This is an optimization exercise on Yosys and OpenROAD, whose aim is small area and a short achievable clock period, not a production implementation.
Function was checked by simulation only, so behaviour that the tests miss may differ from the original.

==> flow/design.v <==
module BCD (x, d);
  input [31:0] x;
  output [27:0] d;
  wire s = x[31];
  wire [30:0] y = x[30:0] ^ {31{s}};
  wire fs1 = y[1] ^ y[4] ^ y[5];
  wire fc2 = (y[1] & y[4]) | (y[1] & y[5]) | (y[4] & y[5]);
  wire fs3 = y[2] ^ y[4] ^ y[6];
  wire fc4 = (y[2] & y[4]) | (y[2] & y[6]) | (y[4] & y[6]);
  wire hs5 = y[8] ^ y[10];
  wire hc6 = y[8] & y[10];
  wire fs7 = fs1 ^ y[8] ^ y[9];
  wire fc8 = (fs1 & y[8]) | (fs1 & y[9]) | (y[8] & y[9]);
  wire fs9 = y[12] ^ y[13] ^ y[16];
  wire fc10 = (y[12] & y[13]) | (y[12] & y[16]) | (y[13] & y[16]);
  wire fs11 = fc2 ^ fs3 ^ hs5;
  wire fc12 = (fc2 & fs3) | (fc2 & hs5) | (fs3 & hs5);
  wire fs13 = y[12] ^ y[14] ^ y[16];
  wire fc14 = (y[12] & y[14]) | (y[12] & y[16]) | (y[14] & y[16]);
  wire fs15 = y[18] ^ y[20] ^ y[22];
  wire fc16 = (y[18] & y[20]) | (y[18] & y[22]) | (y[20] & y[22]);
  wire fs17 = fc4 ^ hc6 ^ y[3];
  wire fc18 = (fc4 & hc6) | (fc4 & y[3]) | (hc6 & y[3]);
  wire hs19 = y[7] ^ y[11];
  wire hc20 = y[7] & y[11];
  wire fs21 = fs7 ^ fs9 ^ y[17];
  wire fc22 = (fs7 & fs9) | (fs7 & y[17]) | (fs9 & y[17]);
  wire hs23 = y[20] ^ y[21];
  wire hc24 = y[20] & y[21];
  wire fs25 = fc8 ^ fc10 ^ fs11;
  wire fc26 = (fc8 & fc10) | (fc8 & fs11) | (fc10 & fs11);
  wire fs27 = fs13 ^ fs15 ^ y[24];
  wire fc28 = (fs13 & fs15) | (fs13 & y[24]) | (fs15 & y[24]);
  wire hs29 = y[26] ^ y[28];
  wire hc30 = y[26] & y[28];
  wire fs31 = fc12 ^ fc14 ^ fc16;
  wire fc32 = (fc12 & fc14) | (fc12 & fc16) | (fc14 & fc16);
  wire fs33 = fs17 ^ hs19 ^ y[15];
  wire fc34 = (fs17 & hs19) | (fs17 & y[15]) | (hs19 & y[15]);
  wire fs35 = y[19] ^ y[23] ^ y[27];
  wire fc36 = (y[19] & y[23]) | (y[19] & y[27]) | (y[23] & y[27]);
  wire fs37 = fs21 ^ hs23 ^ y[24];
  wire fc38 = (fs21 & hs23) | (fs21 & y[24]) | (hs23 & y[24]);
  wire fs39 = fc22 ^ hc24 ^ fs25;
  wire fc40 = (fc22 & hc24) | (fc22 & fs25) | (hc24 & fs25);
  wire hs41 = fs27 ^ hs29;
  wire hc42 = fs27 & hs29;
  wire fs43 = fc26 ^ fc28 ^ hc30;
  wire fc44 = (fc26 & fc28) | (fc26 & hc30) | (fc28 & hc30);
  wire fs45 = fs31 ^ fs33 ^ fs35;
  wire fc46 = (fs31 & fs33) | (fs31 & fs35) | (fs33 & fs35);
  wire fs47 = fc32 ^ fc34 ^ fc36;
  wire fc48 = (fc32 & fc34) | (fc32 & fc36) | (fc34 & fc36);
  wire hs49 = fc18 ^ hc20;
  wire hc50 = fc18 & hc20;
  wire hs51 = fs37 ^ y[25];
  wire hc52 = fs37 & y[25];
  wire fs53 = fc38 ^ fs39 ^ hs41;
  wire fc54 = (fc38 & fs39) | (fc38 & hs41) | (fs39 & hs41);
  wire fs55 = fc40 ^ hc42 ^ fs43;
  wire fc56 = (fc40 & hc42) | (fc40 & fs43) | (hc42 & fs43);
  wire fs57 = fc44 ^ fc46 ^ fs47;
  wire fc58 = (fc44 & fc46) | (fc44 & fs47) | (fc46 & fs47);
  wire hs59 = hs51 ^ y[28];
  wire hc60 = hs51 & y[28];
  wire fs61 = hc52 ^ fs53 ^ y[30];
  wire fc62 = (hc52 & fs53) | (hc52 & y[30]) | (fs53 & y[30]);
  wire fs63 = fc54 ^ fs55 ^ fs45;
  wire fc64 = (fc54 & fs55) | (fc54 & fs45) | (fs55 & fs45);
  wire fs65 = fc56 ^ fs57 ^ hs49;
  wire fc66 = (fc56 & fs57) | (fc56 & hs49) | (fs57 & hs49);
  wire fs67 = fc58 ^ fc48 ^ hc50;
  wire fc68 = (fc58 & fc48) | (fc58 & hc50) | (fc48 & hc50);
  wire [7:0] A0 = {1'b0,fc68,fc66,fc64,fc62,hc60,hs59,y[0]};
  wire [7:0] B0 = {1'b0,1'b0,fs67,fs65,fs63,fs61,y[29],s};
  wire [7:0] S0 = A0 + B0;
  wire hs69 = y[4] ^ y[5];
  wire hc70 = y[4] & y[5];
  wire fs71 = hs69 ^ y[8] ^ y[9];
  wire fc72 = (hs69 & y[8]) | (hs69 & y[9]) | (y[8] & y[9]);
  wire fs73 = y[12] ^ y[13] ^ y[16];
  wire fc74 = (y[12] & y[13]) | (y[12] & y[16]) | (y[13] & y[16]);
  wire fs75 = hc70 ^ y[5] ^ y[6];
  wire fc76 = (hc70 & y[5]) | (hc70 & y[6]) | (y[5] & y[6]);
  wire fs77 = y[7] ^ y[10] ^ y[15];
  wire fc78 = (y[7] & y[10]) | (y[7] & y[15]) | (y[10] & y[15]);
  wire fs79 = y[16] ^ y[17] ^ y[20];
  wire fc80 = (y[16] & y[17]) | (y[16] & y[20]) | (y[17] & y[20]);
  wire fs81 = y[6] ^ y[8] ^ y[11];
  wire fc82 = (y[6] & y[8]) | (y[6] & y[11]) | (y[8] & y[11]);
  wire fs83 = y[15] ^ y[17] ^ y[18];
  wire fc84 = (y[15] & y[17]) | (y[15] & y[18]) | (y[17] & y[18]);
  wire fs85 = fs71 ^ fs73 ^ y[17];
  wire fc86 = (fs71 & fs73) | (fs71 & y[17]) | (fs73 & y[17]);
  wire hs87 = y[20] ^ y[21];
  wire hc88 = y[20] & y[21];
  wire fs89 = fc72 ^ fc74 ^ fs75;
  wire fc90 = (fc72 & fc74) | (fc72 & fs75) | (fc74 & fs75);
  wire fs91 = fs77 ^ fs79 ^ y[25];
  wire fc92 = (fs77 & fs79) | (fs77 & y[25]) | (fs79 & y[25]);
  wire hs93 = y[26] ^ y[27];
  wire hc94 = y[26] & y[27];
  wire fs95 = fc76 ^ fc78 ^ fc80;
  wire fc96 = (fc76 & fc78) | (fc76 & fc80) | (fc78 & fc80);
  wire fs97 = fs81 ^ fs83 ^ y[20];
  wire fc98 = (fs81 & fs83) | (fs81 & y[20]) | (fs83 & y[20]);
  wire fs99 = y[21] ^ y[26] ^ y[28];
  wire fc100 = (y[21] & y[26]) | (y[21] & y[28]) | (y[26] & y[28]);
  wire fs101 = fc82 ^ fc84 ^ y[12];
  wire fc102 = (fc82 & fc84) | (fc82 & y[12]) | (fc84 & y[12]);
  wire hs103 = y[13] ^ y[14];
  wire hc104 = y[13] & y[14];
  wire fs105 = fs85 ^ hs87 ^ y[24];
  wire fc106 = (fs85 & hs87) | (fs85 & y[24]) | (hs87 & y[24]);
  wire fs107 = fc86 ^ hc88 ^ fs89;
  wire fc108 = (fc86 & hc88) | (fc86 & fs89) | (hc88 & fs89);
  wire hs109 = fs91 ^ hs93;
  wire hc110 = fs91 & hs93;
  wire fs111 = fc90 ^ fc92 ^ hc94;
  wire fc112 = (fc90 & fc92) | (fc90 & hc94) | (fc92 & hc94);
  wire fs113 = fs95 ^ fs97 ^ fs99;
  wire fc114 = (fs95 & fs97) | (fs95 & fs99) | (fs97 & fs99);
  wire fs115 = fc96 ^ fc98 ^ fc100;
  wire fc116 = (fc96 & fc98) | (fc96 & fc100) | (fc98 & fc100);
  wire fs117 = fs101 ^ hs103 ^ y[19];
  wire fc118 = (fs101 & hs103) | (fs101 & y[19]) | (hs103 & y[19]);
  wire hs119 = fs105 ^ y[25];
  wire hc120 = fs105 & y[25];
  wire fs121 = fc106 ^ fs107 ^ hs109;
  wire fc122 = (fc106 & fs107) | (fc106 & hs109) | (fs107 & hs109);
  wire fs123 = fc108 ^ hc110 ^ fs111;
  wire fc124 = (fc108 & hc110) | (fc108 & fs111) | (hc110 & fs111);
  wire fs125 = fc112 ^ fc114 ^ fs115;
  wire fc126 = (fc112 & fc114) | (fc112 & fs115) | (fc114 & fs115);
  wire fs127 = fc116 ^ fc118 ^ fc102;
  wire fc128 = (fc116 & fc118) | (fc116 & fc102) | (fc118 & fc102);
  wire hs129 = hs119 ^ y[28];
  wire hc130 = hs119 & y[28];
  wire fs131 = hc120 ^ fs121 ^ y[30];
  wire fc132 = (hc120 & fs121) | (hc120 & y[30]) | (fs121 & y[30]);
  wire fs133 = fc122 ^ fs123 ^ fs113;
  wire fc134 = (fc122 & fs123) | (fc122 & fs113) | (fs123 & fs113);
  wire fs135 = fc124 ^ fs125 ^ fs117;
  wire fc136 = (fc124 & fs125) | (fc124 & fs117) | (fs125 & fs117);
  wire fs137 = fc126 ^ fs127 ^ hc104;
  wire fc138 = (fc126 & fs127) | (fc126 & hc104) | (fs127 & hc104);
  wire [7:0] A1 = {1'b0,1'b0,fc138,fc136,fc134,fc132,hc130,hs129};
  wire [7:0] B1 = {1'b0,1'b0,fc128,fs137,fs135,fs133,fs131,y[29]};
  wire [7:0] S1 = A1 + B1;
  wire fs139 = y[7] ^ y[9] ^ y[13];
  wire fc140 = (y[7] & y[9]) | (y[7] & y[13]) | (y[9] & y[13]);
  wire hs141 = y[14] ^ y[15];
  wire hc142 = y[14] & y[15];
  wire hs143 = y[8] ^ y[14];
  wire hc144 = y[8] & y[14];
  wire fs145 = fs139 ^ hs141 ^ y[16];
  wire fc146 = (fs139 & hs141) | (fs139 & y[16]) | (hs141 & y[16]);
  wire hs147 = y[18] ^ y[20];
  wire hc148 = y[18] & y[20];
  wire fs149 = fc140 ^ hc142 ^ hs143;
  wire fc150 = (fc140 & hc142) | (fc140 & hs143) | (hc142 & hs143);
  wire fs151 = y[15] ^ y[19] ^ y[22];
  wire fc152 = (y[15] & y[19]) | (y[15] & y[22]) | (y[19] & y[22]);
  wire hs153 = y[23] ^ y[24];
  wire hc154 = y[23] & y[24];
  wire fs155 = hc144 ^ y[9] ^ y[15];
  wire fc156 = (hc144 & y[9]) | (hc144 & y[15]) | (y[9] & y[15]);
  wire fs157 = y[16] ^ y[20] ^ y[23];
  wire fc158 = (y[16] & y[20]) | (y[16] & y[23]) | (y[20] & y[23]);
  wire fs159 = y[25] ^ y[27] ^ y[28];
  wire fc160 = (y[25] & y[27]) | (y[25] & y[28]) | (y[27] & y[28]);
  wire fs161 = fs145 ^ hs147 ^ y[21];
  wire fc162 = (fs145 & hs147) | (fs145 & y[21]) | (hs147 & y[21]);
  wire fs163 = fc146 ^ hc148 ^ fs149;
  wire fc164 = (fc146 & hc148) | (fc146 & fs149) | (hc148 & fs149);
  wire hs165 = fs151 ^ hs153;
  wire hc166 = fs151 & hs153;
  wire fs167 = fc150 ^ fc152 ^ hc154;
  wire fc168 = (fc150 & fc152) | (fc150 & hc154) | (fc152 & hc154);
  wire fs169 = fs155 ^ fs157 ^ fs159;
  wire fc170 = (fs155 & fs157) | (fs155 & fs159) | (fs157 & fs159);
  wire fs171 = fc156 ^ fc158 ^ fc160;
  wire fc172 = (fc156 & fc158) | (fc156 & fc160) | (fc158 & fc160);
  wire fs173 = y[26] ^ y[29] ^ y[30];
  wire fc174 = (y[26] & y[29]) | (y[26] & y[30]) | (y[29] & y[30]);
  wire hs175 = fs161 ^ y[22];
  wire hc176 = fs161 & y[22];
  wire fs177 = fc162 ^ fs163 ^ hs165;
  wire fc178 = (fc162 & fs163) | (fc162 & hs165) | (fs163 & hs165);
  wire fs179 = fc164 ^ hc166 ^ fs167;
  wire fc180 = (fc164 & hc166) | (fc164 & fs167) | (hc166 & fs167);
  wire fs181 = fc168 ^ fc170 ^ fs171;
  wire fc182 = (fc168 & fc170) | (fc168 & fs171) | (fc170 & fs171);
  wire hs183 = hs175 ^ y[27];
  wire hc184 = hs175 & y[27];
  wire fs185 = hc176 ^ fs177 ^ y[27];
  wire fc186 = (hc176 & fs177) | (hc176 & y[27]) | (fs177 & y[27]);
  wire fs187 = fc178 ^ fs179 ^ fs169;
  wire fc188 = (fc178 & fs179) | (fc178 & fs169) | (fs179 & fs169);
  wire fs189 = fc180 ^ fs181 ^ fs173;
  wire fc190 = (fc180 & fs181) | (fc180 & fs173) | (fs181 & fs173);
  wire fs191 = fc182 ^ fc172 ^ fc174;
  wire fc192 = (fc182 & fc172) | (fc182 & fc174) | (fc172 & fc174);
  wire [7:0] A2 = {1'b0,1'b0,fc192,fc190,fc188,fc186,hc184,hs183};
  wire [7:0] B2 = {1'b0,1'b0,1'b0,fs191,fs189,fs187,fs185,y[29]};
  wire [7:0] S2 = A2 + B2;
  wire hs193 = y[12] ^ y[14];
  wire hc194 = y[12] & y[14];
  wire fs195 = y[10] ^ y[16] ^ y[17];
  wire fc196 = (y[10] & y[16]) | (y[10] & y[17]) | (y[16] & y[17]);
  wire fs197 = y[11] ^ y[14] ^ y[15];
  wire fc198 = (y[11] & y[14]) | (y[11] & y[15]) | (y[14] & y[15]);
  wire fs199 = hs193 ^ y[16] ^ y[19];
  wire fc200 = (hs193 & y[16]) | (hs193 & y[19]) | (y[16] & y[19]);
  wire fs201 = y[21] ^ y[22] ^ y[24];
  wire fc202 = (y[21] & y[22]) | (y[21] & y[24]) | (y[22] & y[24]);
  wire hs203 = hc194 ^ y[13];
  wire hc204 = hc194 & y[13];
  wire fs205 = fs195 ^ y[21] ^ y[24];
  wire fc206 = (fs195 & y[21]) | (fs195 & y[24]) | (y[21] & y[24]);
  wire fs207 = fc196 ^ fs197 ^ y[18];
  wire fc208 = (fc196 & fs197) | (fc196 & y[18]) | (fs197 & y[18]);
  wire hs209 = y[21] ^ y[24];
  wire hc210 = y[21] & y[24];
  wire fs211 = fc198 ^ fs199 ^ fs201;
  wire fc212 = (fc198 & fs199) | (fc198 & fs201) | (fs199 & fs201);
  wire fs213 = y[25] ^ y[27] ^ y[28];
  wire fc214 = (y[25] & y[27]) | (y[25] & y[28]) | (y[27] & y[28]);
  wire fs215 = fc200 ^ fc202 ^ hs203;
  wire fc216 = (fc200 & fc202) | (fc200 & hs203) | (fc202 & hs203);
  wire fs217 = y[20] ^ y[23] ^ y[26];
  wire fc218 = (y[20] & y[23]) | (y[20] & y[26]) | (y[23] & y[26]);
  wire hs219 = fs205 ^ y[27];
  wire hc220 = fs205 & y[27];
  wire fs221 = fc206 ^ fs207 ^ hs209;
  wire fc222 = (fc206 & fs207) | (fc206 & hs209) | (fs207 & hs209);
  wire fs223 = fc208 ^ hc210 ^ fs211;
  wire fc224 = (fc208 & hc210) | (fc208 & fs211) | (hc210 & fs211);
  wire fs225 = fc212 ^ fc214 ^ fs215;
  wire fc226 = (fc212 & fc214) | (fc212 & fs215) | (fc214 & fs215);
  wire hs227 = fc216 ^ fc218;
  wire hc228 = fc216 & fc218;
  wire hs229 = hs219 ^ y[28];
  wire hc230 = hs219 & y[28];
  wire fs231 = hc220 ^ fs221 ^ y[27];
  wire fc232 = (hc220 & fs221) | (hc220 & y[27]) | (fs221 & y[27]);
  wire fs233 = fc222 ^ fs223 ^ fs213;
  wire fc234 = (fc222 & fs223) | (fc222 & fs213) | (fs223 & fs213);
  wire fs235 = fc224 ^ fs225 ^ fs217;
  wire fc236 = (fc224 & fs225) | (fc224 & fs217) | (fs225 & fs217);
  wire fs237 = fc226 ^ hs227 ^ hc204;
  wire fc238 = (fc226 & hs227) | (fc226 & hc204) | (hs227 & hc204);
  wire [7:0] A3 = {1'b0,1'b0,fc238,fc236,fc234,fc232,hc230,hs229};
  wire [7:0] B3 = {1'b0,1'b0,hc228,fs237,fs235,fs233,fs231,y[30]};
  wire [7:0] S3 = A3 + B3;
  wire hs239 = y[14] ^ y[15];
  wire hc240 = y[14] & y[15];
  wire fs241 = hs239 ^ y[17] ^ y[21];
  wire fc242 = (hs239 & y[17]) | (hs239 & y[21]) | (y[17] & y[21]);
  wire hs243 = y[22] ^ y[24];
  wire hc244 = y[22] & y[24];
  wire fs245 = hc240 ^ y[15] ^ y[16];
  wire fc246 = (hc240 & y[15]) | (hc240 & y[16]) | (y[15] & y[16]);
  wire fs247 = y[17] ^ y[18] ^ y[19];
  wire fc248 = (y[17] & y[18]) | (y[17] & y[19]) | (y[18] & y[19]);
  wire hs249 = y[24] ^ y[28];
  wire hc250 = y[24] & y[28];
  wire fs251 = y[16] ^ y[18] ^ y[20];
  wire fc252 = (y[16] & y[18]) | (y[16] & y[20]) | (y[18] & y[20]);
  wire fs253 = y[24] ^ y[25] ^ y[29];
  wire fc254 = (y[24] & y[25]) | (y[24] & y[29]) | (y[25] & y[29]);
  wire fs255 = fs241 ^ hs243 ^ y[25];
  wire fc256 = (fs241 & hs243) | (fs241 & y[25]) | (hs243 & y[25]);
  wire fs257 = fc242 ^ hc244 ^ fs245;
  wire fc258 = (fc242 & hc244) | (fc242 & fs245) | (hc244 & fs245);
  wire hs259 = fs247 ^ hs249;
  wire hc260 = fs247 & hs249;
  wire fs261 = fc246 ^ fc248 ^ hc250;
  wire fc262 = (fc246 & fc248) | (fc246 & hc250) | (fc248 & hc250);
  wire fs263 = fs251 ^ fs253 ^ y[30];
  wire fc264 = (fs251 & fs253) | (fs251 & y[30]) | (fs253 & y[30]);
  wire fs265 = fc252 ^ fc254 ^ y[21];
  wire fc266 = (fc252 & fc254) | (fc252 & y[21]) | (fc254 & y[21]);
  wire hs267 = y[22] ^ y[23];
  wire hc268 = y[22] & y[23];
  wire hs269 = fs255 ^ y[27];
  wire hc270 = fs255 & y[27];
  wire fs271 = fc256 ^ fs257 ^ hs259;
  wire fc272 = (fc256 & fs257) | (fc256 & hs259) | (fs257 & hs259);
  wire fs273 = fc258 ^ hc260 ^ fs261;
  wire fc274 = (fc258 & hc260) | (fc258 & fs261) | (hc260 & fs261);
  wire fs275 = fc262 ^ fc264 ^ fs265;
  wire fc276 = (fc262 & fc264) | (fc262 & fs265) | (fc264 & fs265);
  wire hs277 = hs269 ^ y[28];
  wire hc278 = hs269 & y[28];
  wire fs279 = hc270 ^ fs271 ^ y[29];
  wire fc280 = (hc270 & fs271) | (hc270 & y[29]) | (fs271 & y[29]);
  wire fs281 = fc272 ^ fs273 ^ fs263;
  wire fc282 = (fc272 & fs273) | (fc272 & fs263) | (fs273 & fs263);
  wire fs283 = fc274 ^ fs275 ^ hs267;
  wire fc284 = (fc274 & fs275) | (fc274 & hs267) | (fs275 & hs267);
  wire fs285 = fc276 ^ fc266 ^ hc268;
  wire fc286 = (fc276 & fc266) | (fc276 & hc268) | (fc266 & hc268);
  wire [7:0] A4 = {1'b0,1'b0,fc286,fc284,fc282,fc280,hc278,hs277};
  wire [7:0] B4 = {1'b0,1'b0,1'b0,fs285,fs283,fs281,fs279,y[29]};
  wire [7:0] S4 = A4 + B4;
  wire fs287 = y[17] ^ y[19] ^ y[22];
  wire fc288 = (y[17] & y[19]) | (y[17] & y[22]) | (y[19] & y[22]);
  wire fs289 = fs287 ^ y[23] ^ y[24];
  wire fc290 = (fs287 & y[23]) | (fs287 & y[24]) | (y[23] & y[24]);
  wire fs291 = fc288 ^ y[18] ^ y[23];
  wire fc292 = (fc288 & y[18]) | (fc288 & y[23]) | (y[18] & y[23]);
  wire hs293 = y[24] ^ y[27];
  wire hc294 = y[24] & y[27];
  wire fs295 = y[19] ^ y[24] ^ y[25];
  wire fc296 = (y[19] & y[24]) | (y[19] & y[25]) | (y[24] & y[25]);
  wire hs297 = y[28] ^ y[30];
  wire hc298 = y[28] & y[30];
  wire hs299 = fs289 ^ y[25];
  wire hc300 = fs289 & y[25];
  wire fs301 = fc290 ^ fs291 ^ hs293;
  wire fc302 = (fc290 & fs291) | (fc290 & hs293) | (fs291 & hs293);
  wire fs303 = fc292 ^ hc294 ^ fs295;
  wire fc304 = (fc292 & hc294) | (fc292 & fs295) | (hc294 & fs295);
  wire hs305 = fc296 ^ hc298;
  wire hc306 = fc296 & hc298;
  wire hs307 = hs299 ^ y[26];
  wire hc308 = hs299 & y[26];
  wire fs309 = hc300 ^ fs301 ^ y[30];
  wire fc310 = (hc300 & fs301) | (hc300 & y[30]) | (fs301 & y[30]);
  wire fs311 = fc302 ^ fs303 ^ hs297;
  wire fc312 = (fc302 & fs303) | (fc302 & hs297) | (fs303 & hs297);
  wire fs313 = fc304 ^ hs305 ^ y[29];
  wire fc314 = (fc304 & hs305) | (fc304 & y[29]) | (hs305 & y[29]);
  wire [7:0] A5 = {1'b0,1'b0,1'b0,fc314,fc312,fc310,hc308,hs307};
  wire [7:0] B5 = {1'b0,1'b0,1'b0,hc306,fs313,fs311,fs309,y[30]};
  wire [7:0] S5 = A5 + B5;
  wire fs315 = y[21] ^ y[24] ^ y[25];
  wire fc316 = (y[21] & y[24]) | (y[21] & y[25]) | (y[24] & y[25]);
  wire fs317 = y[22] ^ y[24] ^ y[26];
  wire fc318 = (y[22] & y[24]) | (y[22] & y[26]) | (y[24] & y[26]);
  wire hs319 = y[20] ^ y[25];
  wire hc320 = y[20] & y[25];
  wire fs321 = fs315 ^ y[26] ^ y[29];
  wire fc322 = (fs315 & y[26]) | (fs315 & y[29]) | (y[26] & y[29]);
  wire fs323 = fc316 ^ fs317 ^ y[27];
  wire fc324 = (fc316 & fs317) | (fc316 & y[27]) | (fs317 & y[27]);
  wire hs325 = fc318 ^ y[23];
  wire hc326 = fc318 & y[23];
  wire hs327 = hs319 ^ y[26];
  wire hc328 = hs319 & y[26];
  wire fs329 = hc320 ^ fs321 ^ y[30];
  wire fc330 = (hc320 & fs321) | (hc320 & y[30]) | (fs321 & y[30]);
  wire fs331 = fc322 ^ fs323 ^ y[29];
  wire fc332 = (fc322 & fs323) | (fc322 & y[29]) | (fs323 & y[29]);
  wire fs333 = fc324 ^ hs325 ^ y[28];
  wire fc334 = (fc324 & hs325) | (fc324 & y[28]) | (hs325 & y[28]);
  wire [7:0] A6 = {1'b0,1'b0,1'b0,fc334,fc332,fc330,hc328,hs327};
  wire [7:0] B6 = {1'b0,1'b0,1'b0,hc326,fs333,fs331,fs329,y[30]};
  wire [7:0] S6 = A6 + B6;
  wire [4:0] a0 = S0 / 8'd10;
  wire [3:0] b0 = S0 % 8'd10;
  wire [4:0] a1 = S1 / 8'd10;
  wire [3:0] b1 = S1 % 8'd10;
  wire [4:0] a2 = S2 / 8'd10;
  wire [3:0] b2 = S2 % 8'd10;
  wire [4:0] a3 = S3 / 8'd10;
  wire [3:0] b3 = S3 % 8'd10;
  wire [4:0] a4 = S4 / 8'd10;
  wire [3:0] b4 = S4 % 8'd10;
  wire [4:0] a5 = S5 / 8'd10;
  wire [3:0] b5 = S5 % 8'd10;
  wire [4:0] a6 = S6 / 8'd10;
  wire [3:0] b6 = S6 % 8'd10;
  wire [4:0] T0 = b0 + 5'd0;
  wire [1:0] v0 = (T0 >= 5'd20) ? 2'd2 : (T0 >= 5'd10) ? 2'd1 : 2'd0;
  wire [3:0] m0 = T0 - v0*5'd10;
  wire n9_0 = (m0 == 4'd9);
  wire n8_0 = (m0 >= 4'd8);
  wire [4:0] T1 = b1 + a0;
  wire [1:0] v1 = (T1 >= 5'd20) ? 2'd2 : (T1 >= 5'd10) ? 2'd1 : 2'd0;
  wire [3:0] m1 = T1 - v1*5'd10;
  wire n9_1 = (m1 == 4'd9);
  wire n8_1 = (m1 >= 4'd8);
  wire [4:0] T2 = b2 + a1;
  wire [1:0] v2 = (T2 >= 5'd20) ? 2'd2 : (T2 >= 5'd10) ? 2'd1 : 2'd0;
  wire [3:0] m2 = T2 - v2*5'd10;
  wire n9_2 = (m2 == 4'd9);
  wire n8_2 = (m2 >= 4'd8);
  wire [4:0] T3 = b3 + a2;
  wire [1:0] v3 = (T3 >= 5'd20) ? 2'd2 : (T3 >= 5'd10) ? 2'd1 : 2'd0;
  wire [3:0] m3 = T3 - v3*5'd10;
  wire n9_3 = (m3 == 4'd9);
  wire n8_3 = (m3 >= 4'd8);
  wire [4:0] T4 = b4 + a3;
  wire [1:0] v4 = (T4 >= 5'd20) ? 2'd2 : (T4 >= 5'd10) ? 2'd1 : 2'd0;
  wire [3:0] m4 = T4 - v4*5'd10;
  wire n9_4 = (m4 == 4'd9);
  wire n8_4 = (m4 >= 4'd8);
  wire [4:0] T5 = b5 + a4;
  wire [1:0] v5 = (T5 >= 5'd20) ? 2'd2 : (T5 >= 5'd10) ? 2'd1 : 2'd0;
  wire [3:0] m5 = T5 - v5*5'd10;
  wire n9_5 = (m5 == 4'd9);
  wire n8_5 = (m5 >= 4'd8);
  wire [4:0] T6 = b6 + a5;
  wire [1:0] v6 = (T6 >= 5'd20) ? 2'd2 : (T6 >= 5'd10) ? 2'd1 : 2'd0;
  wire [3:0] m6 = T6 - v6*5'd10;
  wire n9_6 = (m6 == 4'd9);
  wire n8_6 = (m6 >= 4'd8);
  wire e1_0 = 1'b0, e2_0 = 1'b0;
  wire k0 = (n9_0 & e1_0) | (n8_0 & e2_0);
  wire e1_1 = (v0 != 2'd0) | k0;
  wire e2_1 = v0[1] | (v0[0] & k0);
  wire k1 = (n9_1 & e1_1) | (n8_1 & e2_1);
  wire e1_2 = (v1 != 2'd0) | k1;
  wire e2_2 = v1[1] | (v1[0] & k1);
  wire k2 = (n9_2 & e1_2) | (n8_2 & e2_2);
  wire e1_3 = (v2 != 2'd0) | k2;
  wire e2_3 = v2[1] | (v2[0] & k2);
  wire k3 = (n9_3 & e1_3) | (n8_3 & e2_3);
  wire e1_4 = (v3 != 2'd0) | k3;
  wire e2_4 = v3[1] | (v3[0] & k3);
  wire k4 = (n9_4 & e1_4) | (n8_4 & e2_4);
  wire e1_5 = (v4 != 2'd0) | k4;
  wire e2_5 = v4[1] | (v4[0] & k4);
  wire k5 = (n9_5 & e1_5) | (n8_5 & e2_5);
  wire e1_6 = (v5 != 2'd0) | k5;
  wire e2_6 = v5[1] | (v5[0] & k5);
  wire [1:0] dl0 = {e2_0, e1_0 & ~e2_0};
  wire [4:0] V0 = m0 + dl0;
  assign d[3:0] = (V0 >= 5'd10) ? V0 - 5'd10 : V0;
  wire [1:0] dl1 = {e2_1, e1_1 & ~e2_1};
  wire [4:0] V1 = m1 + dl1;
  assign d[7:4] = (V1 >= 5'd10) ? V1 - 5'd10 : V1;
  wire [1:0] dl2 = {e2_2, e1_2 & ~e2_2};
  wire [4:0] V2 = m2 + dl2;
  assign d[11:8] = (V2 >= 5'd10) ? V2 - 5'd10 : V2;
  wire [1:0] dl3 = {e2_3, e1_3 & ~e2_3};
  wire [4:0] V3 = m3 + dl3;
  assign d[15:12] = (V3 >= 5'd10) ? V3 - 5'd10 : V3;
  wire [1:0] dl4 = {e2_4, e1_4 & ~e2_4};
  wire [4:0] V4 = m4 + dl4;
  assign d[19:16] = (V4 >= 5'd10) ? V4 - 5'd10 : V4;
  wire [1:0] dl5 = {e2_5, e1_5 & ~e2_5};
  wire [4:0] V5 = m5 + dl5;
  assign d[23:20] = (V5 >= 5'd10) ? V5 - 5'd10 : V5;
  wire [1:0] dl6 = {e2_6, e1_6 & ~e2_6};
  wire [4:0] V6 = m6 + dl6;
  assign d[27:24] = (V6 >= 5'd10) ? V6 - 5'd10 : V6;
endmodule
module Display(Out, In);
	input [3:0] In;
	output reg [6:0] Out;
	always @(*)
		case (In)
			0: Out = 7'b1000000;
			1: Out = 7'b1111001;
			2: Out = 7'b0100100;
			3: Out = 7'b0110000;
			4: Out = 7'b0011001;
			5: Out = 7'b0010010;
			6: Out = 7'b0000010;
			7: Out = 7'b1111000;
			8: Out = 7'b0000000;
			9: Out = 7'b0010000;
			default: Out = 7'b1111111;
		endcase
endmodule
module HardCore (switches, instr, reset, inread, outend,
	display0, display1, display2, display3, display4, display5,
	display6, display7, clk, pc);
	input [14:0] switches;
	input clk;
	input [31:0] instr;
	input reset;
	input inread, outend;
	output reg [31:0] pc;
	output [6:0] display0, display1, display2, display3, display4,
		display5, display6;
	output [6:0] display7;
	wire [5:0] op = instr[31:26];
	wire [4:0] rs = instr[25:21];
	wire [4:0] rt = instr[20:16];
	wire [4:0] rd = instr[15:11];
	wire [4:0] sh = instr[10:6];
	wire op_add = (op == 6'd1);
	wire op_sub = (op == 6'd2);
	wire op_lw  = (op == 6'd3);
	wire op_mov = (op == 6'd4);
	wire op_sw  = (op == 6'd5);
	wire op_li  = (op == 6'd6);
	wire op_or  = (op == 6'd7) | (op == 6'd8);
	wire op_not = (op == 6'd9);
	wire op_xor = (op == 6'd10);
	wire op_shr = (op == 6'd11);
	wire op_shl = (op == 6'd12);
	wire op_beq = (op == 6'd13);
	wire op_bne = (op == 6'd14);
	wire op_bgt = (op == 6'd15);
	wire op_blt = (op == 6'd16);
	wire op_j   = (op == 6'd17);
	wire op_jr  = (op == 6'd18);
	wire op_in  = (op == 6'd19);
	wire op_out = (op == 6'd20);
	wire op_hlt = (op == 6'd63);
	wire op_br  = op_beq | op_bne | op_bgt | op_blt;
	wire op_alu = op_add | op_sub | op_or | op_not | op_xor | op_shr | op_shl;
	reg [31:0] R [0:31];
	wire [31:0] A = R[rs];
	wire [31:0] B = R[rt];
	wire [31:0] C = R[rd];
	reg [31:0] M [0:20];
	wire inrange = (A < 32'd21);
	wire [31:0] memrd = inrange ? M[A[4:0]] : 32'd0;
	always @(posedge clk)
		if (op_sw && inrange)
			M[A[4:0]] <= B;
	wire subtract = op_sub | op_br;
	wire [31:0] Bx = B ^ {32{subtract}};
	wire [31:0] sum = A + Bx + {31'd0, subtract};
	wire ovf = (A[31] == Bx[31]) & (sum[31] != A[31]);
	reg [31:0] wd;
	always @(*) begin
		wd = sum;
		if (op_or)  wd = A | B;
		if (op_not) wd = ~A;
		if (op_xor) wd = A ^ B;
		if (op_shr) wd = A >> sh;
		if (op_shl) wd = A << sh;
		if (op_lw)  wd = memrd;
		if (op_mov) wd = A;
		if (op_li)  wd = {{11{instr[20]}}, instr[20:0]};
		if (op_in)  wd = {{17{switches[14]}}, switches};
	end
	wire we = op_alu | op_lw | op_mov | op_li | op_in;
	wire [4:0] wa = (op_li | op_in) ? rs : (op_lw | op_mov) ? rt : rd;
	always @(posedge clk)
		if (we)
			R[wa] <= wd;
	wire zero = (sum == 32'd0);
	wire taken = (op_beq & zero) | (op_bne & ~zero) |
		(op_bgt & ~sum[31] & ~zero) | (op_blt & sum[31]);
	wire halt = op_hlt | (op_in & ~inread) | (op_out & ~outend) |
		((op_add | op_sub | op_br) & ovf);
	always @(posedge clk)
		if (reset)
			pc <= 32'd0;
		else if (halt)
			pc <= pc;
		else if (op_j)
			pc <= {{6{instr[25]}}, instr[25:0]};
		else if (op_jr)
			pc <= A;
		else if (taken)
			pc <= C;
		else
			pc <= pc + 32'd1;
	wire [27:0] dig;
	BCD conv(.x(A), .d(dig));
	wire [6:0] s0, s1, s2, s3, s4, s5, s6;
	Display d0(.In(dig[3:0]),   .Out(s0));
	Display d1(.In(dig[7:4]),   .Out(s1));
	Display d2(.In(dig[11:8]),  .Out(s2));
	Display d3(.In(dig[15:12]), .Out(s3));
	Display d4(.In(dig[19:16]), .Out(s4));
	Display d5(.In(dig[23:20]), .Out(s5));
	Display d6(.In(dig[27:24]), .Out(s6));
	assign display0 = op_out ? s0 : 7'b1000000;
	assign display1 = op_out ? s1 : 7'b1000000;
	assign display2 = op_out ? s2 : 7'b1000000;
	assign display3 = op_out ? s3 : 7'b1000000;
	assign display4 = op_out ? s4 : 7'b1000000;
	assign display5 = op_out ? s5 : 7'b1000000;
	assign display6 = op_out ? s6 : 7'b1000000;
	assign display7 = (op_out & A[31]) ? 7'b0111111 : 7'b1111111;
endmodule
==> flow/flow/abc_small.script <==
&get -n
&st
&dch
&nf -p -R 0
&put
topo
==> flow/flow/abc_fast.script <==
strash
&get -n
&st
&synch2
&if -g -K 6
&synch2
&if -g -K 6
&synch2
&put
dch -f
map -B 0.9
topo
stime -c
buffer -c
upsize -c
dnsize -c
==> flow/flow/synth_pre.tcl <==
# Prepended to the standard flow's synthesis script. ORFS's synth.tcl calls abc once for
# the whole design; here the converter module BCD (kept as its own module by
# SYNTH_HIERARCHICAL 1 until the final flatten) is mapped for speed
# (abc_fast.script: ORFS's area script after SOP balancing) and every other
# module with ABC's area-oriented &nf mapper (abc_small.script).
proc abc {args} {
  set i [lsearch -exact $args -script]
  set fast $args
  set small $args
  lset fast [expr {$i + 1}] @W@/flow/abc_fast.script
  lset small [expr {$i + 1}] @W@/flow/abc_small.script
  yosys abc {*}$fast BCD
  yosys abc {*}$small HardCore Display
}
==> flow/standard.sh <==
#!/bin/bash
# synth_recipe.tcl (not shown) runs the flow's synth.tcl, then flattens the netlist and writes it again
# the make line also repeats each setting of config.mk as NAME=value (left out here)
make -C /OpenROAD-flow-scripts/flow DESIGN_CONFIG=/design/flow/config.mk WORK_HOME=/design/flow/orfs CLKGATE_MAP_FILE= SYNTH_SCRIPT=/design/flow/synth_recipe.tcl "${@:-finish}"
==> flow/constraint.sdc <==
create_clock -name core_clock -period 70.0 [get_ports {clk}]
set_input_delay 14.0000 -clock core_clock [delete_from_list [all_inputs] [get_ports {clk}]]
set_output_delay 14.0000 -clock core_clock [all_outputs]
set_load 0.01 [all_outputs]
==> flow/flow/run.sh <==
#!/bin/bash
# The standard layout (standard.sh, the standard flow's own ORFS run) with these changes:
#  - synthesis: flow/synth_pre.tcl is put in front of the standard flow's synthesis
#    script; it only changes ABC's mapping script (see there), so the
#    registers are the standard synthesis's;
#  - Yosys's adder step is off (ADDER_MAP_FILE empty): adders and compressor
#    trees stay plain gates for ABC instead of the slow fa/ha cells;
#  - ports are buffered with buf_4 instead of the default delay buffer;
#  - repair_timing aims for extra setup slack (SETUP_SLACK_MARGIN) so the
#    resizer works on the longest paths although the 70 ns clock is met.
# Clock, constraints and everything else are the standard flow's.
set -o pipefail
W=$(pwd)
{ sed "s#@W@#$W#g" flow/synth_pre.tcl; cat synth_recipe.tcl; } > "$W/synth_abc.tcl"
bash standard.sh SYNTH_SCRIPT="$W/synth_abc.tcl" ADDER_MAP_FILE= \
  "BUFFER_PORTS_ARGS=-buffer_cell sky130_fd_sc_hd__buf_4" \
  SETUP_SLACK_MARGIN=33 finish > standard_flow.log 2>&1
==> flow/config.mk <==
export PLATFORM = sky130hd
export DESIGN_NAME = HardCore
export DESIGN_NICKNAME = HardCore
export VERILOG_FILES = /design/flow/design.v
export SDC_FILE = /design/flow/constraint.sdc
export NUM_CORES = 4
export LEC_CHECK = 0
export ABC_AREA = 1
export CAP_MARGIN = 20
export CORE_MARGIN = 2
export CORE_UTILIZATION = 50
export CTS_BUF_LIST = sky130_fd_sc_hd__clkbuf_16
export CTS_CLUSTER_DIAMETER = 80
export CTS_CLUSTER_SIZE = 20
export SLEW_MARGIN = 20
export SYNTH_HIERARCHICAL = 1
==> results of run 1 <==
## final cells by class
cell class	count	area [sq um]	share of cell area
inverters	390	1578	0.01400
repair buffers	421	3866	0.03431
well taps	2672	3343	0.02967
multi-input cells	6357	49050	0.4353
diodes	9	22.52	0.0001999
clock buffers	107	2678	0.02376
clock inverters	61	569.3	0.005053
flip-flops and latches	1728	51570	0.4577
## modules after synthesis (local to each module, per instance)
module | times used | flops+latches | area (sq um) | cells inside
HardCore | 1 | 1728 | 87930 | 5768
Display | 7 | 0 | 103.8 | 19
BCD | 1 | 0 | 12760 | 2621
## metrics by stage
step / cells / area, sq um / setup WS (ns)
3_3_place_gp: 11520 / 108000 / 31.17
5_1_grt: 11740 / 112700 / 32.96
3_5_place_dp: 11530 / 108100 / 31.03
6_report: 11750 / 112700 / 33.51
4_1_cts: 11700 / 111700 / 33.01
2_1_floorplan: 8527 / 101400 / 33.02
## kinds of logic (layout without fill, tap and decap cells)
| group | count (synthesis) | count (layout) |
|---|---|---|
| multiplexers | 986 | 986 |
| flip-flops | 1728 | 1728 |
| XOR/XNOR | 328 | 328 |
| buffers and inverters | 442 | 979 |
| AO/OA/AOI/OAI | 1935 | 1935 |
| adder cells (fa/ha/maj) | 3 | 3 |
| AND/OR/NAND/NOR | 3099 | 3099 |
| other | 1 | 15 |
## state kept, by name, indices dropped and copies added, names as in the netlist
signal and cells:
M 672, pc 32, R 1024
## Yosys cell counts, drive strengths merged (19+ instances only)
cell | count | area (sq um)
nor3 | 35 | 175.2
a22oi | 24 | 180.2
dfxtp | 32 | 640.6
clkinv | 71 | 266.5
nor2 | 934 | 3581
inv | 319 | 1202
xor2 | 174 | 1637
nand2 | 1509 | 5927
nand3 | 366 | 1972
a211oi | 85 | 638.1
mux2i | 168 | 1682
a21oi | 367 | 1867
a31oi | 29 | 181.4
o31ai | 44 | 330.3
or2 | 33 | 209.0
o211ai | 41 | 307.8
o22a | 21 | 183.9
buf | 49 | 359.1
and2 | 25 | 156.4
a21boi | 25 | 195.2
o22ai | 443 | 2771
nor2b | 67 | 419.2
mux4 | 810 | 18240
edfxtp | 1696 | 50930
o21ai | 690 | 3472
nand3b | 22 | 165.2
o221ai | 43 | 376.6
nand4 | 45 | 281.5
xnor2 | 154 | 1458
a21o | 19 | 142.6
o21a | 21 | 157.7
## worst max-delay path, delay by kind of cell
| family | cells | cell delay (ns) |
|---|---|---|
| simple gates | 25 | 3.31 |
| mux | 1 | 0.35 |
| compound gates | 4 | 0.59 |
| xor+xnor | 3 | 1.08 |
| buf+inv | 15 | 3.01 |
## timing repair
action | CTS | global route
pin swaps | 0 | 8
endpoints found under the setup margin | 49 | 42
gates cloned | 4 | 8
gates resized for setup | 69 | 96
buffers inserted | 0 | 24
## final timing paths
| kind | cells after the start | endpoint | from |
|---|---|---|---|
| worst max-delay path | 48 | display4[6] | instr[24] |
| worst max register to register | 23 | pc[25] | R[19][2] |
| worst min-delay path | 2 | pc[9] | pc[9] |
| worst min register to register | 2 | pc[9] | pc[9] |
## layer usage
| metal | vias up | part of all wire |
|---|---|---|
| met1 | 40760 | 0.37 |
| met5 | - | 0.00013 |
| met4 | 8 | 0.063 |
| met2 | 5355 | 0.46 |
| met3 | 1060 | 0.11 |
| li1 | 34180 | - |
==> metrics.md, run 1 <==
| Metric | Value |
|---|---|
| Number of synthesized register bits | `1728` |
| Avg Inst Size Synth | `11.90 sq um` |
| Grt met3 use | `0.07268` |
| GRT met2 Usage | `0.5839` |
| Hold Fails Final Rpt | `0` |
| IO buf count | `132` |
| Final Critical Period | `36.49 ns` |
| Worst hold margin | `0.5148 ns` |
| Post-synthesis compound-gate area fraction | `0.1139` |
| Most frequent cells in the layout | `edfxtp_1, nand2_1, nor2_1, mux4_2, o21ai_0` |
| CTS tree | `yes` |
| Fin util | `0.5581` |
| Synth Flop Type | `edfxtp_1` |
| Register area share after synthesis | `0.5085` |
| Status | `complete, no violations` |
| Via count | `81370` |
| Synth warnings | `8` |
| Initial core utilization | `0.5023` |
| Worst rel slew slack | `0.1874` |
| Initial DRC Count | `11490` |
| GPL Wtd Cong | `0.9930` |
| Fraction of final layout cells sized beyond drive strength 1 | `0.1954` |
| Max-cap violations | `0` |
| Num rows | `165` |
| CTS root buf | `clkbuf_16` |
| TritonRoute pass-1 iters | `7` |
| Critical Path AT | `22.49 ns` |
| Synth cell types | `96` |
| Most used cell, CP | `nand2_1` |
| Simple logic cell fraction of the synthesized area | `0.1313` |
| Die Wd | `454.4 microns` |
| GRT Total Usage | `0.3731` |
| Global route overflow | `0` |
| Period Utilization, post-route | `0.5212` |
| Number of flops mapped to enable cells by yosys | `1696` |
| Global routing's busiest layer | `met2` |
| Worst Setup Path Type | `input port to output pin` |
| RSZ-0062 raised after global routing | `no` |
| CP peak stage delay | `0.68 ns` |
| Slew of the pin with the lowest slew margin | `1.212 ns` |
| Setup Skew | `0.05604 ns` |
| Clock buffer depth | `3` |
| First-pass GRT wire length | `552000 microns` |
| XOR/XNOR Fraction of Synth Area | `0.03051` |
| Final setup violation count | `0` |
| CP Data Required Time | `56.00 ns` |
| Fmax | `0.02741 GHz` |
| Vias/cell | `6.928` |
| Setup_tns | `0 ns` |
| Die Span Y | `454.4 microns` |
| CTS Buf Count | `106` |
| Core area | `0.2019 sq mm` |
| GR Util met1 | `0.4931` |
| Largest net degree at the start of global routing | `127` |
| Slew Limit Fails | `0` |
| Die area | `0.2064 sq mm` |
| Multiplexer share of the synthesized area | `0.1974` |
| Worst reg-to-reg setup slack | `62.51 ns` |
| Post-DP HPWL | `250100 microns` |
| Final wirelength | `392400 microns` |
| Crit path max fanout | `21` |
| I/O pins | `139` |
| Setup crit start kind | `input port` |
| Min-delay worst type | `register to register` |
| Vias in the first global route | `77120` |
| Fraction of registers with async set/reset | `0` |
| Drt wl/cell | `33.41 microns` |
| Area grow syn2layout | `11.10%` |
| CP Capture Type | `output pin` |
| CTS sink cnt | `1728` |
| Hold_buf cts | `0` |
| Fill cells | `16860` |
| CTS clk-pin slew, worst paths | `0.09 ns` |
| Final antenna-violating net count | `0` |
| Mapped cell area | `0.1014 sq mm` |
| Skew-Pair Late Insertion Delay | `0.82 ns` |
| Commonest non-fill, non-tap cell in the layout | `edfxtp_1` |
| DRC violations left | `0` |
| Largest family of logic cells by synthesized area | `multiplexers` |
| Nets | `9055` |
| Post-synthesis instance total | `8522` |
| Synth Area in Adders | `0.0002961` |
| H-tree depth | `3` |
| Antenna violations before repair | `17` |
| Crit-path slowest cell | `xnor2_1` |
==> run 2: changes to the inputs <==
--- a/flow/design.v
+++ b/flow/design.v
@@ -508,7 +508,14 @@
 	reg [31:0] R [0:31];
 	wire [31:0] A = R[rs];
 	wire [31:0] B = R[rt];
-	wire [31:0] C = R[rd];
+	wire [31:0] rd_oh = 32'd1 << rd;
+	reg [31:0] C;
+	integer k;
+	always @(*) begin
+		C = 32'd0;
+		for (k = 0; k < 32; k = k + 1)
+			C = C | (R[k] & {32{rd_oh[k]}});
+	end
 	reg [31:0] M [0:20];
 	wire inrange = (A < 32'd21);
 	wire [31:0] memrd = inrange ? M[A[4:0]] : 32'd0;
==> run 2 against run 1 <==
Still clean on timing, DRC and antenna. Global-route usage up 3.7 points. Synthesized cell count increased by 2.2%. Maximum frequency is essentially flat. Via count increased by 5.5%. Clock-buffer cell count shrank 3. Sequential cell count unchanged. Area after synthesis fell by 2.6%.
==> metrics.md, run 2 <==
| Metric | Value |
|---|---|
| Status | `complete, no violations` |
| RR Startpoint | `R[11][5]` |
| Fin util | `0.5603` |
| GRT Total Usage | `0.4106` |
| Slew Limit Fails | `0` |
| Skew-Pair Late Insertion Delay | `0.85 ns` |
| I/O pins | `139` |
| Fraction of registers with async set/reset | `0` |
| Synth Flop Type | `edfxtp_1` |
| Number of flops mapped to enable cells by yosys | `1696` |
| CP Capture Type | `output pin` |
| Setup slack after layout | `33.54 ns` |
| Pre-CTS setup slack | `30.67 ns` |
| Register area share after synthesis | `0.5222` |
| Setup_tns | `0 ns` |
| Clock buffer depth | `3` |
| CTS Buf Count | `103` |
| Mapped cell area | `0.09876 sq mm` |
| Number of synthesized register bits | `1728` |
| RSZ-0062 raised after global routing | `no` |
| CTS root buf | `clkbuf_16` |
| Crit path max fanout | `44` |
| Max-cap violations | `0` |
| Final setup violation count | `0` |
| Cell Count, Final, Fillers Out | `11930` |
| Core area | `0.1968 sq mm` |
| Post-synthesis instance total | `8706` |
| Drt wl/cell | `35.51 microns` |
| Yosys top cell by area | `edfxtp_1` |
| Setup Skew | `0.09549 ns` |
| Avg Inst Size Synth | `11.34 sq um` |
| Post-DP HPWL | `264900 microns` |
| Fraction of final layout cells sized beyond drive strength 1 | `0.1667` |
| Antenna violations before repair | `27` |
| Via count | `85810` |
| Hold_buf cts | `0` |
| CTS tree | `yes` |
| Die Wd | `448.4 microns` |
| Crit. Startpoint | `instr[23]` |
| Worst Setup Path Type | `input port to output pin` |
| Largest register FFs | `1024` |
| Hold path start | `pc[7]` |
| Most flops, register | `R` |
| Top-count cell post-synth | `edfxtp_1` |
| CP peak stage delay | `0.34 ns` |
| Final wirelength | `423600 microns` |
| CTS clk-pin slew, worst paths | `0.09 ns` |
| Crit-path slowest cell | `o221ai_2` |
| Most used cell, CP | `nand2_1` |
| Period Utilization, post-route | `0.5209` |
| Slew of the pin with the lowest slew margin | `1.255 ns` |
| Final antenna-violating net count | `0` |
| H-tree depth | `3` |
| Synth cell types | `99` |
| Synth warnings | `8` |
| Global route overflow | `0` |
| Die Span Y | `448.4 microns` |
| Critical Path AT | `22.46 ns` |
| Worst rel slew slack | `0.1594` |
| Commonest cells in the netlist | `edfxtp_1, nand2_1, nor2_1` |
| Nets | `9279` |
| IO buf count | `132` |
| CTS sink cnt | `1728` |
| Initial core utilization | `0.5018` |
| Min-delay worst type | `register to register` |
| Final Critical Period | `36.46 ns` |
| Initial DRC Count | `15010` |
| Fmax | `0.02743 GHz` |
| Top cell type's share of synthesized area | `0.5157` |
| CP Data Required Time | `56.00 ns` |
| Die area | `0.2011 sq mm` |
| GPL Wtd Cong | `0.9857` |
| Num rows | `163` |
| Most frequent cells in the layout | `edfxtp_1, nand2_1, nor2_1, o21ai_0, mux4_2` |
| Area grow syn2layout | `11.65%` |
| DRC violations left | `0` |
| TritonRoute pass-1 iters | `10` |
| Fill cells | `16670` |
| Hold Fails Final Rpt | `0` |
| Area contributors post-synth | `edfxtp_1, mux4_2, nand2_1` |
| Largest net degree at the start of global routing | `127` |
| First-pass GRT wire length | `586600 microns` |
| Vias in the first global route | `80500` |
| Setup crit start kind | `input port` |
| Placed Cells | `11710` |
| Vias/cell | `7.194` |
| Commonest non-fill, non-tap cell in the layout | `edfxtp_1` |
## run 2: cell count changes in the layout (fill, tap and decap cells not counted), moves of 59 or more
cell	delta
a222oi_1	+201
a22oi_1	+107
buf_4	+59
mux2i_1	-105
mux4_2	-286
nand4_1	+84
nor2_1	-143
o21ai_0	+62
o22ai_1	-63
## run 2: layout make-up
| cell class | instances | area, sq um | area share |
|---|---|---|---|
| repair buffers | 464 | 4173 | 0.03784 |
| diodes | 12 | 30.03 | 0.0002723 |
| well taps | 2640 | 3303 | 0.02996 |
| clock buffers | 104 | 2603 | 0.02360 |
| multi-input cells | 6520 | 46480 | 0.4215 |
| flip-flops and latches | 1728 | 51570 | 0.4677 |
| clock inverters | 49 | 484.2 | 0.004391 |
| inverters | 411 | 1624 | 0.01473 |
## run 2: routing by layer
| layer | global-route usage | share of wire |
|---|---|---|
| met4 | 0.2719 | 0.085 |
| met1 | 0.5194 | 0.35 |
| met2 | 0.6202 | 0.43 |
| met3 | 0.1127 | 0.14 |
| met5 | 0 | 0.00049 |
## run 2: modules after synthesis (local to each module, per instance)
module,area (sq um),cells,flip-flops and latches
BCD,12760,2621,0
Display,103.8,19,0
HardCore,85280,5952,1728
## run 2: path summary, 6_finish.rpt
| kind | end | slack (ns) | cells after the start |
|---|---|---|---|
| worst max register to register | pc[25] | 61.49 | 23 |
| worst min-delay path | pc[7] | 0.53 | 2 |
| worst max-delay path | display4[6] | 33.54 | 52 |
| worst min register to register | pc[7] | 0.53 | 2 |
## run 2: per-stage QoR
stage	cell area, sq um	hold WS, ns
3_3_place_gp	105700	0.4936
5_1_grt	110300	0.5533
4_1_cts	109400	0.5217
6_report	110300	0.5309
3_5_place_dp	105800	0.5047
2_1_floorplan	98780	0.4898
## run 2: cell families (layout without fill, tap and decap cells)
kind of cell             after synthesis  after routing  share of synthesized area
flip-flops                          1728           1728                     0.5222
AND/OR/NAND/NOR                     3259           3259                     0.1470
adder cells (fa/ha/maj)               10             10                   0.001014
AO/OA/AOI/OAI                       2327           2327                     0.1526
multiplexers                         596            596                     0.1269
buffers and inverters                463           1028                    0.01943
other                                  1             18                 0.00003797
XOR/XNOR                             322            322                    0.03080
## run 2: worst max-delay path: cells and delay by family
family,cells,cell delay (ns)
and+or+nand+nor,33,3.75
buffers and inverters,9,2.27
xor gates and xnor gates,4,1.17
AOI/OAI and AO/OA,5,0.99
muxes,1,0.19
## run 2: repair_timing
item,4_1_cts,5_1_grt
gates cloned,6,10
endpoints found under the setup margin,49,41
gates resized for setup,59,71
buffers inserted,3,32
pin swaps,1,5
hold endpoints to repair,0,0
==> run 3: changes to the inputs <==
--- a/flow/design.v
+++ b/flow/design.v
@@ -506,22 +506,34 @@
 	wire op_br  = op_beq | op_bne | op_bgt | op_blt;
 	wire op_alu = op_add | op_sub | op_or | op_not | op_xor | op_shr | op_shl;
 	reg [31:0] R [0:31];
-	wire [31:0] A = R[rs];
-	wire [31:0] B = R[rt];
+	wire [31:0] rs_oh = 32'd1 << rs;
+	wire [31:0] rt_oh = 32'd1 << rt;
 	wire [31:0] rd_oh = 32'd1 << rd;
-	reg [31:0] C;
+	reg [31:0] A, B, C;
 	integer k;
 	always @(*) begin
+		A = 32'd0;
+		B = 32'd0;
 		C = 32'd0;
-		for (k = 0; k < 32; k = k + 1)
+		for (k = 0; k < 32; k = k + 1) begin
+			A = A | (R[k] & {32{rs_oh[k]}});
+			B = B | (R[k] & {32{rt_oh[k]}});
 			C = C | (R[k] & {32{rd_oh[k]}});
+		end
 	end
 	reg [31:0] M [0:20];
-	wire inrange = (A < 32'd21);
-	wire [31:0] memrd = inrange ? M[A[4:0]] : 32'd0;
+	wire inrange = (A[31:5] == 27'd0) & (A[4:0] < 5'd21);
+	wire [31:0] ma_oh = inrange ? (32'd1 << A[4:0]) : 32'd0;
+	reg [31:0] memrd;
+	always @(*) begin
+		memrd = 32'd0;
+		for (k = 0; k < 21; k = k + 1)
+			memrd = memrd | (M[k] & {32{ma_oh[k]}});
+	end
 	always @(posedge clk)
-		if (op_sw && inrange)
-			M[A[4:0]] <= B;
+		for (k = 0; k < 21; k = k + 1)
+			if (op_sw && ma_oh[k])
+				M[k] <= B;
 	wire subtract = op_sub | op_br;
 	wire [31:0] Bx = B ^ {32{subtract}};
 	wire [31:0] sum = A + Bx + {31'd0, subtract};
@@ -541,9 +553,11 @@
 	end
 	wire we = op_alu | op_lw | op_mov | op_li | op_in;
 	wire [4:0] wa = (op_li | op_in) ? rs : (op_lw | op_mov) ? rt : rd;
+	wire [31:0] wa_oh = we ? (32'd1 << wa) : 32'd0;
 	always @(posedge clk)
-		if (we)
-			R[wa] <= wd;
+		for (k = 0; k < 32; k = k + 1)
+			if (wa_oh[k])
+				R[k] <= wd;
 	wire zero = (sum == 32'd0);
 	wire taken = (op_beq & zero) | (op_bne & ~zero) |
 		(op_bgt & ~sum[31] & ~zero) | (op_blt & sum[31]);
--- a/flow/flow/run.sh
+++ b/flow/flow/run.sh
@@ -14,4 +14,4 @@
 { sed "s#@W@#$W#g" flow/synth_pre.tcl; cat synth_recipe.tcl; } > "$W/synth_abc.tcl"
 bash standard.sh SYNTH_SCRIPT="$W/synth_abc.tcl" ADDER_MAP_FILE= \
   "BUFFER_PORTS_ARGS=-buffer_cell sky130_fd_sc_hd__buf_4" \
-  SETUP_SLACK_MARGIN=33 finish > standard_flow.log 2>&1
+  SETUP_SLACK_MARGIN=32 finish > standard_flow.log 2>&1
==> flow/flow/synth_pre.tcl (replaced) <==
# Prepended to the standard flow's synthesis script. ORFS's synth.tcl calls abc once for
# the whole design; here the converter module BCD (kept as its own module by
# SYNTH_HIERARCHICAL 1 until the final flatten) is mapped with ORFS's
# delay-oriented area script and every other module with ABC's area-oriented
# &nf mapper.
proc abc {args} {
  set i [lsearch -exact $args -script]
  set fast $args
  set small $args
  lset fast [expr {$i + 1}] @W@/flow/abc_fast.script
  lset small [expr {$i + 1}] @W@/flow/abc_small.script
  yosys abc {*}$fast BCD
  yosys abc {*}$small HardCore Display
}
--- a/flow/config.mk
+++ b/flow/config.mk
@@ -8,9 +8,9 @@
 export ABC_AREA = 1
 export CAP_MARGIN = 20
 export CORE_MARGIN = 2
-export CORE_UTILIZATION = 50
+export CORE_UTILIZATION = 45
 export CTS_BUF_LIST = sky130_fd_sc_hd__clkbuf_16
-export CTS_CLUSTER_DIAMETER = 80
-export CTS_CLUSTER_SIZE = 20
+export CTS_CLUSTER_DIAMETER = 100
+export CTS_CLUSTER_SIZE = 30
 export SLEW_MARGIN = 20
 export SYNTH_HIERARCHICAL = 1
==> run 3 against run 2 <==
First-iteration DRC count is 27% higher. Still clean on timing, DRC and antenna. Non-clock buffer count is 6 higher. Highest routed layer unchanged. Largest cell class unchanged. Final area is 5.2% lower. Worst setup slack lost 1.0 ns. Critical path type unchanged.
==> metrics.md, run 3 <==
| Metric | Value |
|---|---|
| Crit-path slowest cell | `a222oi_1` |
| Most frequent cells in the layout | `nand2_1, edfxtp_1, a222oi_1, nand3_1` |
| Hold Crit Depth | `2` |
| Fin util | `0.5045` |
| Vias in the first global route | `83120` |
| Final Critical Period | `37.46 ns` |
| Initial DRC Count | `19100` |
| Die area | `0.2126 sq mm` |
| Drt wl/cell | `35.81 microns` |
| Final wirelength | `440200 microns` |
| GPL Wtd Cong | `1.033` |
| Fraction of registers with async set/reset | `0` |
| First-pass GRT wire length | `612600 microns` |
| Core area | `0.2073 sq mm` |
| Slew of the pin with the lowest slew margin | `1.228 ns` |
| Slew Limit Fails | `0` |
| Initial core utilization | `0.4536` |
| Clock buffer depth | `3` |
| Global route overflow | `0` |
| Final setup violation count | `0` |
| Hold Fails Final Rpt | `0` |
| I/O pins | `139` |
| Reg2Reg Depth | `19` |
| Skew-Pair Late Insertion Delay | `0.80 ns` |
| Min-delay worst type | `register to register` |
| Register area share after synthesis | `0.5485` |
| Number of synthesized register bits | `1728` |
| CTS root buf | `clkbuf_16` |
| Post-synthesis compound-gate area fraction | `0.1949` |
| Top-count cell post-synth | `nand2_1` |
| Worst rel slew slack | `0.1812` |
| Final antenna-violating net count | `0` |
| Vias/cell | `7.230` |
| Fill cells | `18570` |
| Setup Skew | `0.06581 ns` |
| Fraction of final layout cells sized beyond drive strength 1 | `0.1090` |
| Most used cell, CP | `nand2_1` |
| Max-cap violations | `0` |
| Nets | `9506` |
| Via count | `88890` |
| Setup crit start kind | `input port` |
| Synth Area in Adders | `0.0008518` |
| TritonRoute pass-1 iters | `15` |
| Mapped cell area | `0.09401 sq mm` |
| Period Utilization, post-route | `0.5352` |
| Synth cell types | `97` |
| CTS tree | `yes` |
| RSZ-0062 raised after global routing | `yes` |
| CP Data Required Time | `56.00 ns` |
| Critical Path AT | `23.46 ns` |
| CTS clk-pin slew, worst paths | `0.12 ns` |
| Fmax | `0.02669 GHz` |
| Top cell type's share of synthesized area | `0.5417` |
| H-tree depth | `3` |
| Status | `complete, no violations` |
| CTS sink cnt | `1728` |
| CTS Buf Count | `76` |
| CP Capture Type | `output pin` |
| GRT Total Usage | `0.4010` |
| Antenna violations before repair | `29` |
| DRC violations left | `0` |
| XOR/XNOR Fraction of Synth Area | `0.03180` |
| Fin area | `0.1046 sq mm` |
| Num rows | `167` |
| Commonest cells in the netlist | `nand2_1, edfxtp_1, a222oi_1` |
| Largest register FFs | `1024` |
| Post-DP HPWL | `289000 microns` |
| Area grow syn2layout | `11.24%` |
| Synth warnings | `10` |
| Worst Setup Path Type | `input port to output pin` |
| Number of flops mapped to enable cells by yosys | `1696` |
| IO buf count | `132` |
| Die Span Y | `461.1 microns` |
| Die Wd | `461.1 microns` |
| Avg Inst Size Synth | `10.50 sq um` |
| Yosys top cell by area | `edfxtp_1` |
| Setup_tns | `0 ns` |
| CP peak stage delay | `0.70 ns` |
| Post-synthesis instance total | `8954` |
| Simple logic cell fraction of the synthesized area | `0.1979` |
| Crit path max fanout | `32` |
| Multiplexer share of the synthesized area | `0.006442` |
| DP Area | `0.1019 sq mm` |
| Synth Flop Type | `edfxtp_1` |
| Largest family of logic cells by synthesized area | `simple AND/OR/NAND/NOR gates` |
| Area contributors post-synth | `edfxtp_1, a222oi_1, nand2_1` |
| Most flops, register | `R` |
| Commonest non-fill, non-tap cell in the layout | `nand2_1` |
| Largest net degree at the start of global routing | `72` |
[run 3: modules after synthesis, one instance, submodules excluded]
module / times used / area (sq um) / flip-flops and latches / cells inside
HardCore: 1 / 80530 / 1728 / 6200
BCD: 1 / 12760 / 0 / 2621
Display: 7 / 103.8 / 0 / 19
[run 3: metal layers]
layer | vias up | track usage | routed length, microns
met2 | 7645 | 0.6074 | 188800
met3 | 1937 | 0.1406 | 64460
met1 | 42600 | 0.4911 | 152100
met5 | - | 0 | 242
li1 | 36680 | - | -
met4 | 32 | 0.2442 | 34630
[run 3: final timing paths]
kind / end / slack [ns] / start
setup / recovery: display6[6] / 32.54 / instr[23]
hold / removal: pc[4] / 0.52 / pc[4]
setup reg to reg: pc[17] / 61.60 / R[22][7]
hold reg to reg: pc[4] / 0.52 / pc[4]
[run 3: cell type report]
class                   instances  area, sq um  share of cell area
clock inverters                40        467.9            0.004474
well taps                    2788         3488             0.03336
clock buffers                  77         1927             0.01842
multi-input cells            6789        42020              0.4018
diodes                         12        30.03           0.0002871
flip-flops and latches       1728        51570              0.4931
inverters                     390         1519             0.01452
repair buffers                470         3557             0.03401
[run 3: stage by stage]
stage	worst slack, ns	hold WS, ns	instances
after floorplan	33.56	0.4898	8959
after global placement	32.13	0.4969	12160
after detailed placement	31.89	0.4942	12160
after CTS	32.08	0.5187	12280
after global routing	31.92	0.5514	12290
final	32.54	0.5179	12290
[run 3: cells by family after synthesis]
| logic type | Yosys count |
|---|---|
| AOI/OAI and AO/OA | 2440 |
| xor gates and xnor gates | 316 |
| buffers and inverters | 442 |
| adders and majority gates | 8 |
| other | 1 |
| DFF | 1728 |
| and+or+nand+nor | 3961 |
| muxes | 58 |
[run 3: timing repair]
action                                  in CTS  in global routing
resized for setup                            1                 43
hold buffers                                 0                  0
pin swaps                                    0                  1
endpoints found under the setup margin       4                 40
endpoints found under the hold margin        0                  0
setup buffers                                0                  5
[run 3: worst max-delay path: cells and delay by family]
kind / cells / cell delay [ns]
simple gates: 34 / 4.89
buf+inv: 9 / 1.87
xor+xnor: 5 / 1.40
compound gates: 3 / 1.18

==> static timing again, ports no longer ideal <==
The results above use ideal ports. As a check the final layouts listed here were re-extracted and re-timed, cells and wires unchanged.
Step 1, drivers: a clkbuf_16 drives clk and a buf_2 each remaining input, both assumed.
Step 2 adds t to the input delays and takes it off the output delays; t is the mean of the earliest and latest rising clock arrival at the registers after step 1. Input paths then give back, and output paths get back, about the clock's delay inside the block.
Slacks: ideal / step 1 / step 2; pairs: ideal / step 1.
run	t (ns)	setup slack, ns	hold WS [ns]	worst slew at a driven data input, ns
run 1	0.885	33.513 / 33.307 / 33.307	0.515 / 0.515 / 0.515	0.25
run 2	0.891	33.538 / 33.372 / 33.372	0.531 / 0.531 / 0.531	0.26
run 3	0.879	32.538 / 32.508 / 32.508	0.518 / 0.518 / 0.518	0.20
After both steps every run listed still meets setup and hold. For run 1, which loses most, drivers alone change the setup slack by -0.206 ns; drivers and shift together by -0.206 ns.
